This design comes from an exercise in tuning for small area and a short achievable clock period on the open sky130 flow, not from production work.
Function was checked by simulation only, so behaviour that the tests miss may differ from the original.
Power is estimated from default activity; no workload was simulated.

==> design.v <==
`timescale 1ns / 1ps
module Mux16to1(r0, r1, r2, r3, r4, r5, r6, r7, r8, r9, r10, r11, r12, r13, r14, r15, ctrl, Bus_out);  
input [15:0] r0, r1, r2, r3, r4, r5, r6, r7, r8, r9, r10, r11, r12, r13, r14, r15; 
input [3:0]ctrl;
output reg [15:0]Bus_out;
	always @ (ctrl or r0 or r1 or r2 or r3 or r4 or r5 or r6 or r7 or r8 or r9 or r10 or r11 or r12 or r13 or r14 or r15)
	begin
		case(ctrl)
			4'b0000: Bus_out = r0;
			4'b0001: Bus_out = r1;
			4'b0010: Bus_out = r2;
			4'b0011: Bus_out = r3;
			4'b0100: Bus_out = r4;
			4'b0101: Bus_out = r5;
			4'b0110: Bus_out = r6;
			4'b0111: Bus_out = r7;
			4'b1000: Bus_out = r8;
			4'b1001: Bus_out = r9;
			4'b1010: Bus_out = r10;
			4'b1011: Bus_out = r11;
			4'b1100: Bus_out = r12;
			4'b1101: Bus_out = r13;
			4'b1110: Bus_out = r14;
			4'b1111: Bus_out = r15;	
		endcase
	end
endmodule
module regfile(D_in, wEnable, reset, clk, r);
	 input [15:0] D_in;
	 input clk, wEnable, reset;
	 output reg [15:0] r;
 always @( posedge clk )
	begin
	if (reset) r <= 4'b0000;
	else
		begin			
			if (wEnable)
			begin
				r <= D_in;
			end
			else
			begin
				r <= r;
			end
		end
	end
endmodule
module RegBank(ALUBus, r0, r1, r2, r3, r4, r5, r6, r7, r8, r9, r10, r11, r12, r13, r14, r15, regEnable, clk, reset);
	input clk, reset;
	input [15:0] ALUBus;
	input [15:0] regEnable;
	output [15:0] r0, r1, r2, r3, r4, r5, r6, r7, r8, r9, r10, r11, r12, r13, r14, r15;
	wire [15:0] in1 = 16'b0;							 
	wire [15:0] in2 = 16'b0000_0000_0000_0001;	 
regfile Inst0(
	.D_in(ALUBus),						 
	.wEnable(regEnable[0]),
	.reset(reset), 
	.clk(clk),
	.r(r0));
regfile Inst1(
	.D_in(ALUBus),						 
	.wEnable(regEnable[1]),
	.reset(reset), 
	.clk(clk),
	.r(r1));
regfile Inst2(
	.D_in(ALUBus),
	.wEnable(regEnable[2]),
	.reset(reset), 
	.clk(clk),
	.r(r2));
regfile Inst3(
	.D_in(ALUBus),
	.wEnable(regEnable[3]),
	.reset(reset), 
	.clk(clk),
	.r(r3));
regfile Inst4(
	.D_in(ALUBus),
	.wEnable(regEnable[4]),
	.reset(reset), 
	.clk(clk),
	.r(r4));
regfile Inst5(
	.D_in(ALUBus),
	.wEnable(regEnable[5]),
	.reset(reset), 
	.clk(clk),
	.r(r5));
regfile Inst6(
	.D_in(ALUBus),
	.wEnable(regEnable[6]),
	.reset(reset), 
	.clk(clk),
	.r(r6));
regfile Inst7(
	.D_in(ALUBus),
	.wEnable(regEnable[7]),
	.reset(reset), 
	.clk(clk),
	.r(r7));
regfile Inst8(
	.D_in(ALUBus),
	.wEnable(regEnable[8]),
	.reset(reset), 
	.clk(clk),
	.r(r8));
regfile Inst9(
	.D_in(ALUBus),
	.wEnable(regEnable[9]),
	.reset(reset), 
	.clk(clk),
	.r(r9));
regfile Inst10(
	.D_in(ALUBus),
	.wEnable(regEnable[10]),
	.reset(reset), 
	.clk(clk),
	.r(r10));
regfile Inst11(
	.D_in(ALUBus),
	.wEnable(regEnable[11]),
	.reset(reset), 
	.clk(clk),
	.r(r11));
regfile Inst12(
	.D_in(ALUBus),
	.wEnable(regEnable[12]),
	.reset(reset), 
	.clk(clk),
	.r(r12));
regfile Inst13(
	.D_in(ALUBus),
	.wEnable(regEnable[13]),
	.reset(reset), 
	.clk(clk),
	.r(r13));
regfile Inst14(
	.D_in(ALUBus),
	.wEnable(regEnable[14]),
	.reset(reset), 
	.clk(clk),
	.r(r14));
regfile Inst15(
	.D_in(ALUBus),
	.wEnable(regEnable[15]),
	.reset(reset), 
	.clk(clk),
	.r(r15));
endmodule
module flagsUpdate(clk, flagsOut, flagsIn);
	input [4:0] flagsIn;
	input clk;
	output reg [4:0] flagsOut;
	always @(posedge clk)
	begin
		flagsOut <= flagsIn;
	end
endmodule
module _3710alu(A, B, C, Cin, inst, Flags);
input [15:0] A, B, inst;
input Cin;
output reg [15:0] C;
output reg [4:0] Flags;
reg [7:0] Opcode;
reg [15:0] tempB;
parameter ADD = 8'b0000_0101;
parameter ADDU = 8'b0000_0110;
parameter ADDC = 8'b0000_0111;
parameter ADDCU = 8'b0000_0100;
parameter SUB = 8'b0000_1001;
parameter CMP = 8'b0000_1011;
parameter AND = 8'b0000_0001;
parameter OR = 8'b0000_0010;
parameter XOR = 8'b0000_0011;
parameter NOT = 8'b0000_1111;
parameter NOP_WAIT = 8'b0000_0000;  
parameter LSH = 8'b1000_0100;
parameter RSH = 8'b1000_1111;
parameter ADDI = 8'b0101_xxxx;
parameter ADDUI = 8'b0110_xxxx;
parameter ADDCI = 8'b0111_xxxx;
parameter SUBI = 8'b1001_xxxx;
parameter ADDCUI = 8'b1011_xxxx;
always@ (A, B, Cin, inst)
begin
  Opcode = {inst[15:12],inst[7:4]};
	C = 16'b0;
	Flags = 5'b0;
	casex(Opcode)
		ADD:
			begin
			C = $signed(A) + $signed(B);
			if (C == 16'b0) Flags[3] = 1'b1;
			else Flags[3] = 1'b0;
			if($signed(A) & $signed(B) & $signed(C)) Flags[2] = 1'b1;
			else Flags [2] = 1'b0;
			Flags[1:0] = 2'b00; Flags[4] = 1'b0;
			tempB = 16'b0;
			end
		ADDU:
			begin
			{Flags[0], C} = A + B;
			if ({Flags[0], C} == 17'b0) Flags[3] = 1'b1;
			else Flags[3] = 1'b0;
			Flags[2:1] = 2'b00; Flags[4] = 1'b0;
			tempB = 16'b0;
			end
		ADDC:
			begin
			C = $signed(A) + $signed(B) + {15'b0, Cin};
			if (C == 16'b0) Flags[3] = 1'b1;
			else Flags[3] = 1'b0;
			if($signed(A) & $signed(B) & $signed(C)) Flags[2] = 1'b1;
			else Flags[2] = 1'b0;
			Flags[1:0] = 2'b00; Flags[4] = 1'b0;
			tempB = 16'b0;
			end
		ADDCU:
			begin
			{Flags[0], C} = A + B + {15'b0, Cin};
			if ({Flags[0], C} == 17'b0) Flags[3] = 1'b1;
			else Flags[3] = 1'b0;
			Flags[2:1] = 2'b00; Flags[4] = 1'b0;
			tempB = 16'b0;
			end
		ADDCUI:
			begin
			if (inst[7] == 1'b1) tempB = {8'b1, inst[7:0]};
			else tempB = {8'b0, inst[7:0]};
			{Flags[0], C} = A + tempB + {15'b0, Cin};
			if ({Flags[0], C} == 17'b0) Flags[3] = 1'b1;
			else Flags[3] = 1'b0;
			Flags[2:1] = 2'b00; Flags[4] = 1'b0;
			end
		SUB:  
			begin
			C = $signed(A) - $signed(B);
			if (C == 16'b0) Flags[3] = 1'b1;
			else Flags[3] = 1'b0;
			if($signed(A) & $signed(B) & $signed(C)) Flags[2] = 1'b1;
			else Flags[2] = 1'b0;
			Flags[1:0] = 2'b00; Flags[4] = 1'b0;
			tempB = 16'b0;
			end
		CMP:
			begin
			if ($signed(A) < $signed(B)) begin Flags[4] = 1'b1; Flags[1] = 1'b1; end
			else begin Flags[4] = 1'b0; Flags[1] = 1'b0; end
			C = 16'b0;
			Flags[3:2] = 2'b00; Flags[0] = 1'b0;
			tempB = 16'b0;
			end
		AND:
			begin
			C = A & B;
			Flags = 5'b0;
			tempB = 16'b0;
			end
		OR:
			begin
			C = A | B;
			Flags = 5'b0;
			tempB = 16'b0;
			end
		XOR:
			begin
			C = A ^ B;
			Flags = 5'b0;
			tempB = 16'b0;
			end
		NOT:
			begin
			C = ~A;
			Flags = 5'b0;
			tempB = 16'b0;
			end
		NOP_WAIT:
			begin
			tempB = 16'b0;
			end
		LSH:
			begin
			C = A << B;
			Flags = 5'b0;
			tempB = 16'b0;
			end
		RSH:
			begin
			C = A >> B;
			Flags = 5'b0;
			tempB = 16'b0;
			end
		ADDI:
			begin
			if (inst[7] == 1'b1) tempB = {8'b1, inst[7:0]};
			else tempB = {8'b0, inst[7:0]};
			C = $signed(A) + tempB;
			if (C == 16'b0) Flags[3] = 1'b1;
			else Flags[3] = 1'b0;
			if ( $signed(A) & tempB & $signed(C) ) Flags[2] = 1'b1;
			else Flags[2] = 1'b0;
			Flags[4] = 1'b0; Flags[1:0] = 1'b0;
			end
		ADDUI:
			begin
			{Flags[0], C} = A + {inst[7:0]};
         if ({Flags[0], C} == 17'b0) Flags[3] = 1'b1;
         else Flags[3] = 1'b0;
         Flags[2:1] = 2'b00; Flags[4] = 1'b0;
         tempB = 16'b0;
			end
		ADDCI:
			begin
			if (inst[7] == 1'b1) tempB = {8'b1, inst[7:0]};
			else tempB = {8'b0, inst[7:0]};
			C = $signed(A) + tempB + {15'b0, Cin};
			if (C == 16'b0) Flags[3] = 1'b1;
         else Flags[3] = 1'b0;
         if($signed(A) & tempB & $signed(C)) Flags[2] = 1'b1;
         else Flags[2] = 1'b0;
         Flags[1:0] = 2'b00; Flags[4] = 1'b0;
			end
		SUBI:
			begin
			if (inst[7] == 1'b0) tempB = {8'b1, inst[7:0]};
			else tempB = {8'b0, inst[7:0]};
			C = $signed(A) - tempB;
			if (C == 16'b0) Flags[3] = 1'b1;
			else Flags[3] = 1'b0;
			if ( $signed(A) & $signed(tempB) & $signed(C) ) Flags[2] = 1'b1;
			else Flags[2] = 1'b0;
			Flags[4] = 1'b0; Flags[1:0] = 1'b0;
			end
		default:
			begin
				C = 16'b0;
				Flags = 5'b0;
				tempB = 16'b0;
			end
		endcase
	end
endmodule
module FSM (
	DOUT,
	clk,
	reset,
	LD_mux,
	LD_PC,
	PC_mux,
	opcode_out,
	Reg_en,
	Mux_A,
	Mux_B,
	Flag_en,
	PC_en,
	wen,
	uartSel
);
input clk, reset;
input [15:0] DOUT;
output reg LD_mux, PC_mux, PC_en, wen, LD_PC, uartSel;
output reg [15:0] Reg_en;
output reg [7:0] opcode_out;
output reg [4:0] Flag_en;
output reg [3:0] Mux_A, Mux_B;
reg [3:0] state;
reg [3:0] DOUT1;
parameter reset1 = 4'b1111;  
parameter first = 4'b0000;  
parameter r1 = 4'b0001;
parameter r2 = 4'b0010;
parameter store1 = 4'b0011;
parameter store2 = 4'b0100;
parameter store1int = 4'b1110;
parameter load1 = 4'b0101;
parameter load2 = 4'b0110;
parameter jump1 = 4'b0111;
parameter jump2 = 4'b1000;
parameter jal1 = 4'b1010;
parameter jal2 = 4'b1011;
parameter jal3 = 4'b1100;
parameter stop = 4'b1001;
always@ (posedge clk)
begin
	case(state)
	reset1:
		if (reset)
			state <= reset1;
		else
			state <= first;
	first:
		if (reset)
			state <= reset1;
		else
		begin
			if(DOUT[15:12] == 4'b0100)
			begin
				if(DOUT[7:4] == 4'b0000)
				begin
				  state <= load1;
				end
				else if(DOUT[7:4] == 4'b0100)
				begin
				  state <= store1;
				end
				else if(DOUT[7:4] == 4'b1100)
				begin
				  state <= jump1;
				end
				else if(DOUT[7:4] == 4'b1000)
				begin
				  state <= jal1;
				end
			end
			else  
			begin
				state <= r1;
			end
		end
	r1:
		if (reset)
			state <= reset1;
		else
			state <= r2;
	r2:
		if (reset)
			state <= reset1;
		else
			state <= reset1;
	store1:
		if (reset)
			state <= reset1;
		else
			state <= store1int;
	store1int:
		if (reset)
			state <= reset1;
		else
			state <= store2;
	store2:
		if (reset)
			state <= reset1;
		else
			state <= reset1;  
	load1:
		if (reset)
			state <= reset1;
		else
			state <= load2;
	load2:
		if (reset)
			state <= reset1;
		else
			state <= reset1;
	jump1:
		if (reset)
			state <= reset1;
		else
			state <= jump2;
	jump2:
		if (reset)
			state <= reset1;
		else
			state <= first;
	jal1:
		if (reset)
			state <= reset1;
		else
			state <= jal2;
	jal2:
		if (reset)
			state <= reset1;
		else
			state <= jal3;
	jal3:
		if (reset)
			state <= reset1;
		else
			state <= first;
	stop:
		if(reset)
			state <= reset1;
		else
			state <= stop;
	default:
		state <= reset1;
	endcase
end
always@ (posedge clk)
begin
	if (state == load1)
		DOUT1 <= DOUT[11:8];
end
always@(*)
begin
	case(state)
	reset1: begin
		PC_en = 1'b0;
		LD_mux = 1'b0;
		LD_PC = 1'b0;
		Reg_en = 16'b0000_0000_0000_0000;
		Flag_en = 5'b00000;
		PC_mux = 1'b1;
		wen = 1'b0;
		Mux_A = 4'b000;
		Mux_B = 4'b000;
		opcode_out = 8'b0000_0000;
		uartSel = 1'b0;
		end
    first: begin
	   PC_en = 1'b0;
	   Reg_en = 16'b0000_0000_0000_0000;
	   Flag_en = 4'b0000;
	   PC_mux = 1'b1;
		LD_mux = 1'b0;
		LD_PC = 1'b0;
		wen = 1'b0;
		Mux_A = 4'b000;
		Mux_B = 4'b000;
		opcode_out = 8'b0000_0000;
		uartSel = 1'b0;
	   end
    r1: begin
        Mux_A = 4'b000;
		  Mux_B = 4'b000;
		  Reg_en = 16'b0;
        opcode_out = {DOUT[15:12], DOUT[7:4]};  
		  PC_en = 1'b0;
		  LD_mux = 1'b0;
		  LD_PC = 1'b0;
		  Flag_en = 5'b00000;
		  PC_mux = 1'b1;
		  wen = 1'b0;
		  uartSel = 1'b0;
		  end
    r2: begin
		PC_en = 1'b1;  
		LD_mux = 1'b0;
		LD_PC = 1'b0;
		Mux_A = DOUT[11:8];  
      Mux_B = DOUT [3:0];
		  case(DOUT[11:8])
			4'b0000: Reg_en = 16'b0000_0000_0000_0001;
			4'b0001: Reg_en = 16'b0000_0000_0000_0010;
			4'b0010: Reg_en = 16'b0000_0000_0000_0100;
			4'b0011: Reg_en = 16'b0000_0000_0000_1000;
			4'b0100: Reg_en = 16'b0000_0000_0001_0000;
			4'b0101: Reg_en = 16'b0000_0000_0010_0000;
			4'b0110: Reg_en = 16'b0000_0000_0100_0000;
			4'b0111: Reg_en = 16'b0000_0000_1000_0000;
			4'b1000: Reg_en = 16'b0000_0001_0000_0000;
			4'b1001: Reg_en = 16'b0000_0010_0000_0000;
			4'b1010: Reg_en = 16'b0000_0100_0000_0000;
			4'b1011: Reg_en = 16'b0000_1000_0000_0000;
			4'b1100: Reg_en = 16'b0001_0000_0000_0000;
			4'b1101: Reg_en = 16'b0010_0000_0000_0000;
			4'b1110: Reg_en = 16'b0100_0000_0000_0000;
			4'b1111: Reg_en = 16'b1000_0000_0000_0000;
			default: Reg_en = 16'b0000_0000_0000_0000;
			endcase
		Flag_en = 5'b00000;
		PC_mux = 1'b1;
		wen = 1'b0;
		opcode_out = 8'b0000_0000;
		uartSel = 1'b0;
		end
    store1: begin
        PC_mux = 1'b0;
        Mux_A = DOUT[3:0];  
        Mux_B = DOUT[11:8];  
		  uartSel = 1'b1;
        wen = 1'b1;
        Reg_en = 16'b0000_0000_0000_0000;
        PC_en = 1'b0;
		  LD_mux = 1'b0;
		  LD_PC = 1'b0;
		  Flag_en = 5'b00000;
		  opcode_out = 8'b0000_0000;
 		  end
	 store1int: begin
        PC_mux = 1'b0;
        Mux_A = DOUT[3:0];  
        Mux_B = DOUT[11:8];  
		  uartSel = 1'b1;
        wen = 1'b1;
        Reg_en = 16'b0000_0000_0000_0000;
        PC_en = 1'b0;
		  LD_mux = 1'b0;
		  LD_PC = 1'b0;
		  Flag_en = 5'b00000;
		  opcode_out = 8'b0000_0000;
 		  end
    store2: begin
        PC_en = 1'b1;
        PC_mux = 1'b1;
		  uartSel = 1'b0;
        wen = 1'b0;
		  LD_mux = 1'b0;
		  LD_PC = 1'b0;
		  Reg_en = 16'b0000_0000_0000_0000;
		  Flag_en = 5'b00000;
		  Mux_A = 4'b000;
		  Mux_B = 4'b000;
		  opcode_out = 8'b0000_0000;
		  end
    load1: begin
        PC_en = 1'b0;
        Mux_A = DOUT[3:0];
        Mux_B = 4'b0000;  
        wen = 1'b0;
        LD_mux = 1'b1;
        PC_mux = 1'b0;
        Reg_en = 16'b0000_0000_0000_0000;
		  LD_PC = 1'b0;
	     Flag_en = 5'b00000;
		  opcode_out = 8'b0000_0000;
		  uartSel = 1'b0;
		  end
    load2: begin
		  LD_PC = 1'b0;
		  case(DOUT1[3:0])
		  4'b0000: Reg_en = 16'b0000_0000_0000_0001;
		  4'b0001: Reg_en = 16'b0000_0000_0000_0010;
		  4'b0010: Reg_en = 16'b0000_0000_0000_0100;
		  4'b0011: Reg_en = 16'b0000_0000_0000_1000;
		  4'b0100: Reg_en = 16'b0000_0000_0001_0000;
		  4'b0101: Reg_en = 16'b0000_0000_0010_0000;
	  	  4'b0110: Reg_en = 16'b0000_0000_0100_0000;
		  4'b0111: Reg_en = 16'b0000_0000_1000_0000;
		  4'b1000: Reg_en = 16'b0000_0001_0000_0000;
		  4'b1001: Reg_en = 16'b0000_0010_0000_0000;
		  4'b1010: Reg_en = 16'b0000_0100_0000_0000;
		  4'b1011: Reg_en = 16'b0000_1000_0000_0000;
		  4'b1100: Reg_en = 16'b0001_0000_0000_0000;
		  4'b1101: Reg_en = 16'b0010_0000_0000_0000;
		  4'b1110: Reg_en = 16'b0100_0000_0000_0000;
		  4'b1111: Reg_en = 16'b1000_0000_0000_0000;
		  default: Reg_en = 16'b0000_0000_0000_0000;
		  endcase
        PC_en = 1'b1;
        PC_mux = 1'b1;
		  LD_mux = 1'b1;
		  Flag_en = 5'b00000;
		  wen = 1'b0;
		  Mux_A = 4'b000;
		  Mux_B = 4'b000;
		  opcode_out = 8'b0000_0000;
		  uartSel = 1'b0;
	     end
    jump1: begin
		LD_mux = 1'b1;
      PC_en = 1'b1;
      PC_mux = 1'b1;
      Reg_en = 16'b0000_0000_0000_0000;
      Flag_en = 4'b0000;
      Mux_A = DOUT[3:0];
		LD_PC = 1'b1;
		wen = 1'b0;
		Mux_B = 4'b0;
		opcode_out = 8'b0000_0000;
		uartSel = 1'b0;
		end
    jump2: begin
        PC_en = 1'b0;
        PC_mux = 1'b1;
		  LD_PC = 1'b0;
		  LD_mux = 1'b0;
		  Reg_en = 16'b0000_0000_0000_0000;
		  Flag_en = 5'b00000;
		  wen = 1'b0;
		  Mux_A = 4'b000;
		  Mux_B = 4'b000;
		  opcode_out = 8'b0000_0000;
		  uartSel = 1'b0;
		  end
		jal1: 
		begin
		LD_mux = 1'b1;
        PC_en = 1'b1;
        PC_mux = 1'b1;
        Reg_en = 16'b1000_0000_0000_0000;
        Flag_en = 4'b0000;
        Mux_A = 4'b0000;
		Mux_B = 4'b0000;
		LD_PC = 1'b0;
		wen = 1'b0;
		opcode_out = 8'b0000_0000;
		uartSel = 1'b0;
		end
	    jal2: begin
        LD_mux = 1'b1;
        PC_en = 1'b1;
        PC_mux = 1'b1;
        Reg_en = 16'b0000_0000_0000_0000;
        Flag_en = 4'b0000;
        Mux_A = DOUT[3:0];
				LD_PC = 1'b0;
				wen = 1'b0;
		Mux_B = 4'b000;
				opcode_out = 8'b0000_0000;
				uartSel = 1'b0;
		  end
    	jal3: begin
        PC_en = 1'b0;
        PC_mux = 1'b1;
				LD_PC = 1'b0;
				LD_mux = 1'b0;
				Reg_en = 16'b0000_0000_0000_0000;
				Flag_en = 5'b00000;
				wen = 1'b0;
		Mux_A = 4'b0000;
		Mux_B = 4'b0000;
				opcode_out = 8'b0000_0000;
				uartSel = 1'b0;
		  end
		stop: begin
			PC_en = 1'b0;
			LD_mux = 1'b0;
			LD_PC = 1'b0;
			Reg_en = 16'b0000_0000_0000_0000;
			Flag_en = 5'b00000;
			PC_mux = 1'b1;
			wen = 1'b0;
			Mux_A = 4'b000;
			Mux_B = 4'b000;
			opcode_out = 8'b0000_0000;
			uartSel = 1'b0;
		end
		default: begin
		PC_en = 1'b0;
		LD_mux = 1'b0;
		LD_PC = 1'b0;
		Reg_en = 16'b0000_0000_0000_0000;
		Flag_en = 5'b00000;
		PC_mux = 1'b0;
		wen = 1'b0;
		Mux_A = 4'b000;
		Mux_B = 4'b000;
		opcode_out = 8'b0000_0000;
		uartSel = 1'b0;
		end
endcase
end
endmodule
`timescale 1ns / 1ps
module mux(
  a,
  b,
  sel,
  out
);
	output reg[15:0] out;
	input [15:0] a, b;
	input sel;
	always @(a or b or sel)
		if (sel == 1'b0) out = a;
		else out = b;
endmodule
module pc (clk, reset, PC_en, LD_pc_out, PC_out, LD_PC);
input clk, reset, PC_en, LD_PC;
input [15:0] LD_pc_out;
output reg [15:0] PC_out;
always @ ( posedge clk)
  begin
    if (reset) 
	 begin
	 PC_out <= 16'b0000_0000_0000_0000;
	 end
	 if(PC_en)
	 begin
	  if(LD_PC)
		 begin
			PC_out <= LD_pc_out;
		 end
	  else 
		 begin
			PC_out <= PC_out + 1'b1;
		 end
      end
	end
endmodule
module cpuDatapath(clk, reset, uart, mem_rdata, mem_addr, mem_wdata, mem_we);
input clk, reset;
input [7:0] uart;
input [15:0] mem_rdata;
output [15:0] mem_addr;
output [15:0] mem_wdata;
output mem_we;
wire [15:0] DOUT, regEnable, PC_out;
wire LD_mux, PC_mux, we_a, PC_en;
wire [7:0]  opcode_out;
wire [4:0] Flag_en;
wire LD_PC;
wire [15:0] LD_pc_out;
wire[15:0] memAddr;
wire [15:0] aluOut, regFileInput;
wire [4:0] ALUtoFlags, flags_output;
wire [15:0]r0, r1, r2, r3, r4, r5, r6, r7, r8, r9, r10, r11, r12, r13, r14, r15;
wire [15:0]muxtoALUA, muxtoALUB;
wire [3:0] ctrlA, ctrlB;
wire Cin = 1'b0;
wire uartSel;
wire [15:0] uarttoALU;
wire [15:0] trueUart = {8'b0, uart[7:0]};
assign DOUT = mem_rdata;
assign mem_addr = memAddr;
assign mem_wdata = uarttoALU;
assign mem_we = we_a;
mux ld_mux (
  .b(DOUT),
  .a(aluOut),
  .sel(LD_mux),
  .out(regFileInput)
);
mux pc_mux (
  .b(PC_out),
  .a(muxtoALUA),
  .sel(PC_mux),
  .out(memAddr)
);
mux ld_pc_mux (
  .b(muxtoALUA),
  .a(PC_out),
  .sel(LD_PC),
  .out(LD_pc_out)
);
pc programcounter (
    .clk(clk),
    .reset(reset),
    .PC_en(PC_en),
    .LD_pc_out(LD_pc_out),
    .PC_out(PC_out),
    .LD_PC(LD_PC)
  );
FSM mainFsm(
  .clk(clk),
  .reset(reset),
  .DOUT(DOUT),
  .LD_mux(LD_mux),
  .PC_mux(PC_mux),
  .PC_en(PC_en),
  .wen(we_a),  
  .Mux_A(ctrlA),
  .Mux_B(ctrlB),
  .Reg_en(regEnable),
  .opcode_out(opcode_out),
  .Flag_en(Flag_en),
  .LD_PC(LD_PC),
  .uartSel(uartSel)
);
RegBank reg_bank(
  .ALUBus(regFileInput),
  .regEnable(regEnable),
  .clk(clk),
  .reset(reset),
  .r0(r0),
  .r1(r1),
  .r2(r2),
  .r3(r3),
  .r4(r4),
  .r5(r5),
  .r6(r6),
  .r7(r7),
  .r8(r8),
  .r9(r9),
  .r10(r10),
  .r11(r11),
  .r12(r12),
  .r13(r13),
  .r14(r14),
  .r15(r15)
);
Mux16to1 muxA(
	.r0(r0),
	.r1(r1),
	.r2(r2),
	.r3(r3),
	.r4(r4),
	.r5(r5),
	.r6(r6),
	.r7(r7),
	.r8(r8),
	.r9(r9),
	.r10(r10),
	.r11(r11),
	.r12(r12),
	.r13(r13),
	.r14(r14),
	.r15(r15),
   .ctrl(ctrlA),
	.Bus_out(muxtoALUA)
);
Mux16to1 muxB(
	.r0(r0),
	.r1(r1),
	.r2(r2),
	.r3(r3),
	.r4(r4),
	.r5(r5),
	.r6(r6),
	.r7(r7),
	.r8(r8),
	.r9(r9),
	.r10(r10),
	.r11(r11),
	.r12(r12),
	.r13(r13),
	.r14(r14),
	.r15(r15),
   .ctrl(ctrlB),
	.Bus_out(muxtoALUB)
);
mux uartMux (
	.a(muxtoALUB),
	.b(trueUart),
	.sel(uartSel),
	.out(uarttoALU)
);
_3710alu alu(
	.A(muxtoALUA),
	.B(uarttoALU),
	.Cin(Cin),
	.inst(DOUT),
	.C(aluOut),  
	.Flags(ALUtoFlags)
);
flagsUpdate flags(
	.flagsIn(ALUtoFlags),
	.flagsOut(flags_output),
	.clk(clk)
);
endmodule
==> run.sh <==
#!/bin/bash
# synth_recipe.tcl (not shown) runs the flow's synth.tcl, then flattens the netlist and writes it again
# the make line also repeats each setting of config.mk as NAME=value (left out here)
make -C /OpenROAD-flow-scripts/flow DESIGN_CONFIG=/design/flow/config.mk WORK_HOME=/design/flow/orfs CLKGATE_MAP_FILE= SYNTH_SCRIPT=/design/flow/synth_recipe.tcl finish
==> config.mk <==
export PLATFORM = sky130hd
export DESIGN_NAME = cpuDatapath
export DESIGN_NICKNAME = cpuDatapath
export VERILOG_FILES = /design/flow/design.v
export SDC_FILE = /design/flow/constraint.sdc
export NUM_CORES = 4
export LEC_CHECK = 0
export CAP_MARGIN = 20
export CORE_MARGIN = 2
export CORE_UTILIZATION = 45
export PLACE_DENSITY = 0.6
export SLEW_MARGIN = 20
==> constraint.sdc <==
create_clock -name core_clock -period 10.0 [get_ports {clk}]
set_input_delay 2.0000 -clock core_clock [delete_from_list [all_inputs] [get_ports {clk}]]
set_output_delay 2.0000 -clock core_clock [all_outputs]
set_load 0.01 [all_outputs]
==> flow_metrics.env <==
export IMPL_status="no timing/DRC/antenna violations"
export IMPL_fin_setup_tns_ps=0
export IMPL_worstSetupEndpointType="output pin"
export IMPL_startpoint="mem_rdata[8]"
export IMPL_synth_ff_type="dfxtp_1"
export IMPL_fin_nets=2944
export IMPL_layout_commonest_cell="dfxtp_1"
export IMPL_drive_above_1_share_pct=14.7
export IMPL_rows=83
export IMPL_layout_area_overhead_vs_synth_pct=12.6
export IMPL_synth_warnings=7
export IMPL_fin_cells=3557
export IMPL_crit_end="mem_addr[14]"
export IMPL_cts_resized=0
export IMPL_cpPeakStageDelay_ps=1040
export IMPL_worstSkewPairLatency_ps=570
export IMPL_synth_area_leaders="dfxtp_1 (24%), nand2b_1 (4.6%), mux2i_1 (4.2%)"
export IMPL_first_pass_iters=9
export IMPL_overflow=0
export IMPL_hold_class="reg -> reg"
export IMPL_clock_sinks=296
export IMPL_cts_made_buffers=36
export IMPL_port_buffers=58
export IMPL_avgSynthCellArea_sq_um=8.15
export IMPL_detail_route_antenna_nets=0
export IMPL_fillers=4882
export IMPL_finalMaxSlewViolations=0
export IMPL_fmaxAchievable_mhz=108
export IMPL_synth_seq_cells=296
export IMPL_grt_pass1_vias=24800
export IMPL_grt_use_met2_pct=71.7
export IMPL_top_usage_layer="met2"
export IMPL_syn_num_nets=2929
export IMPL_avgRoutedWirePerCell_microns=37.5
export IMPL_async_flop_share_pct=0
export IMPL_cts_hold_buf=0
export IMPL_ios=59
export IMPL_synth_edff_count=24
export IMPL_worst_clock_skew_ps=25.5
export IMPL_p_per_area_nw_per_um2=453
export IMPL_seq_area_frac_synth_pct=26.7
export IMPL_r2r_cells=23
export IMPL_final_period_utilization_pct=92.6
export IMPL_synth_compound_area_share_pct=31.8
export IMPL_yosys_area_share_simple_pct=23.4
export IMPL_cp_num_cells=12
export IMPL_met1_usage_pct=57.7
export IMPL_synth_area_mux_share_pct=5.38
export IMPL_synth_cell_types=128
export IMPL_grt_max_degree=102
export IMPL_setup_viol=0
export IMPL_via_per_inst=7.48
export IMPL_synthCells=2836
export IMPL_final_setup_worst_slack_ps=744
export IMPL_path_cells="clkdlybuf4s50_1, buf_4, nand2_1, a211oi_2, buf_4, nand2_1, o21ai_0, a211oi_1, nor3_2, inv_2, o21ai_0, clkdlybuf4s50_1"
export IMPL_ir_drop_mv=0.237
export IMPL_dieWidth_microns=231
export IMPL_relSlewSlack_pct=9.48
export IMPL_post_route_min_period_ps=9260
export IMPL_dieArea_sq_um=53200
export IMPL_tightest_slew_ps=1350
export IMPL_drt_total_wl_microns=133000
export IMPL_worstPathMaxFanout=14
export IMPL_initial_utilization_pct=45.3
export IMPL_arrival_ps=7260
export IMPL_drtIter0Drc=4342
export IMPL_yosysTopAreaCell="dfxtp_1"
export IMPL_grt_usage_pct=48.5
export IMPL_post_cts_repair_setup_buffers=0
export IMPL_antenna_found_initial=8
export IMPL_core_area_sq_um=51000
export IMPL_r2r_end="reg_bank.Inst10.r[14]$_SDFFE_PP0P_"
export IMPL_final_cell_mix="dfxtp_1 (272), nor2_1 (239), buf_4 (185)"
export IMPL_reg2reg_slack_ps=1700
export IMPL_synth_top_family_by_area="compound AO/OA/AOI/OAI gates"
export IMPL_die_h_microns=231
export IMPL_place_gp_congestion=1.14
export IMPL_crit_buf_inv=5
export IMPL_worstSetupPathType="in -> out"
export IMPL_drt_drc_violations_left=0
export IMPL_cap_violations=0
export IMPL_synth_xor_area_share_pct=2.31
export IMPL_synth_area_sq_um=23100
export IMPL_cts_max_path_buffers=3
export IMPL_cts_max_level=2
export IMPL_report_final_hold_viol_count=0
export IMPL_path_clk_slew_ps=60
export IMPL_vias=26600
export IMPL_hpwl_microns=95600
export IMPL_place_ws_ps=702
export IMPL_grt_use_met3_pct=15.9
export IMPL_synth_top_area_share_pct=23.6
export IMPL_cts_root_buffer="clkbuf_16"
export IMPL_p_leak_nw=8.81
export IMPL_crit_family="buffers and inverters"
export IMPL_grt_pass1_wl_microns=186000
export IMPL_dp_cells=3493
export IMPL_slowest_stage="a211oi_2"
export IMPL_cp_required_ps=8000
export IMPL_r2r_start="mainFsm.state[0]$_DFFE_PP_"
export IMPL_synthAdderAreaFrac_pct=3.69
export IMPL_grt_setup_unrepaired="false"
export IMPL_crit_path_start_kind="primary input"
export IMPL_cts_tree="built"
## synthesized netlist by cell type (14+ instances only)
cell	number
buf_1	28
a211oi_2	14
a221oi_1	28
nand3b_1	14
nor3b_1	24
mux2i_1	96
nor2_1	241
nand3_1	118
ha_1	65
inv_1	54
o2111ai_1	19
mux2_2	20
o31ai_1	14
a222oi_1	15
buf_4	15
buf_2	75
o21ai_0	138
clkbuf_1	135
a311oi_1	19
or3_1	18
a21oi_1	113
xnor2_1	49
o211ai_1	19
nand2_1	162
buf_6	17
dfxtp_1	272
o22ai_1	91
o32ai_1	72
and3_1	29
a31oi_1	33
a22o_1	24
nand4_1	42
a22oi_1	30
a211oi_1	94
edfxtp_1	24
nor3_1	62
a32oi_1	17
nand2b_1	169
inv_2	15
## worst register-to-register path: cells and delay by family, from the launching register on
family                   cells  cell delay [ps]
AO/OA/AOI/OAI               13             3920
AND/OR/NAND/NOR              5             1990
XOR/XNOR                     1              200
flip-flops                   1              710
buffers and inverters        3              910
adder cells (fa/ha/maj)      1              390
## cell families after synthesis
group | Yosys count
flip-flops | 296
multiplexers | 119
XOR/XNOR | 61
adder cells (fa/ha/maj) | 67
buffers and inverters | 339
AO/OA/AOI/OAI | 955
AND/OR/NAND/NOR | 999
## power breakdown
| part | total (W) | switching, W | internal [W] |
|---|---|---|---|
| clock network | 0.00135 | 0.000553 | 0.000798 |
| registers | 0.00136 | 0.0000869 | 0.00127 |
| logic | 0.00908 | 0.00614 | 0.00294 |
| total | 0.0118 | 0.00678 | 0.00501 |
## registers in the layout, summed over array words and instances (netlist names), named ones only
| signal | cells |
|---|---|
| mainFsm.DOUT1 | 4 |
| mainFsm.state | 4 |
| programcounter.PC_out | 16 |
| reg_bank.Inst0.r | 16 |
| reg_bank.Inst1.r | 16 |
| reg_bank.Inst10.r | 16 |
| reg_bank.Inst11.r | 16 |
| reg_bank.Inst12.r | 16 |
| reg_bank.Inst13.r | 16 |
| reg_bank.Inst14.r | 16 |
| reg_bank.Inst15.r | 16 |
| reg_bank.Inst2.r | 16 |
| reg_bank.Inst3.r | 16 |
| reg_bank.Inst4.r | 16 |
| reg_bank.Inst5.r | 16 |
| reg_bank.Inst6.r | 16 |
| reg_bank.Inst7.r | 16 |
| reg_bank.Inst8.r | 16 |
| reg_bank.Inst9.r | 16 |
## routing by layer
metal / share of wire, % / wire length, microns
met1: 36 / 47900
met2: 41 / 54900
met3: 13 / 17200
met4: 10 / 13400
met5: 0.073 / 98
## cell type report
type	instances	area (sq um)	area share, %
flip-flops and latches	296	6170	23.7
clock buffers	50	1030	3.98
well taps	680	851	3.27
multi-input cells	2201	15500	59.7
clock inverters	10	136	0.524
inverters	69	259	0.995
diodes	4	10.0	0.0385
repair buffers	247	2040	7.82
## how the worst min path moves through the flow
stage | from | endpoint | slack, ps | depth (start not counted)
after detailed placement | reg_bank.Inst15.r[11]$_SDFFE_PP0P_ | reg_bank.Inst15.r[11]$_SDFFE_PP0P_ | 490 | 2
after CTS | reg_bank.Inst15.r[11]$_SDFFE_PP0P_ | reg_bank.Inst15.r[11]$_SDFFE_PP0P_ | 500 | 2
final | reg_bank.Inst14.r[9]$_SDFFE_PP0P_ | reg_bank.Inst14.r[9]$_SDFFE_PP0P_ | 500 | 2
after global routing | reg_bank.Inst5.r[13]$_SDFFE_PP0P_ | reg_bank.Inst5.r[13]$_SDFFE_PP0P_ | 520 | 2
after floorplan | reg_bank.Inst15.r[11]$_SDFFE_PP0P_ | reg_bank.Inst15.r[11]$_SDFFE_PP0P_ | 450 | 2
after global placement | reg_bank.Inst15.r[11]$_SDFFE_PP0P_ | reg_bank.Inst15.r[11]$_SDFFE_PP0P_ | 490 | 2
## stage by stage
stage          hold WS, ps  power [W]  cell area [sq um]  utilization (%)
2_1_floorplan          446    0.00659              23100                -
3_3_place_gp           488    0.00990              24800             48.6
3_5_place_dp           494    0.00994              24800             48.7
4_1_cts                502     0.0113              26000             51.0
5_1_grt                521     0.0121              26000             51.0
6_report               500     0.0118              26000             51.0

[re-timing with driven ports]
The flow's constraints put no driver on any port. The routed layout listed below was extracted and timed again, unchanged, in two steps. Step 1: set_driving_cell puts a clkbuf_16 on clk and a buf_2 on each other input, an assumption about the parent block. Step 2 adds t to the input delays and takes it off the output delays; t is the mean of the earliest and latest rising clock arrival at the registers after step 1. Input paths then give back, and output paths get back, about the clock's delay inside the block. Three values: ideal ports, drivers, drivers and shift; two values: the first two.
t, ns: 0.622
setup WS [ns]: 0.744 / 0.701 / 0.297
worst setup path after step 2: input to register
After both steps setup and hold are still met in this run. The setup slack of this run moves by -0.043 ns with the drivers and by -0.447 ns with both steps.
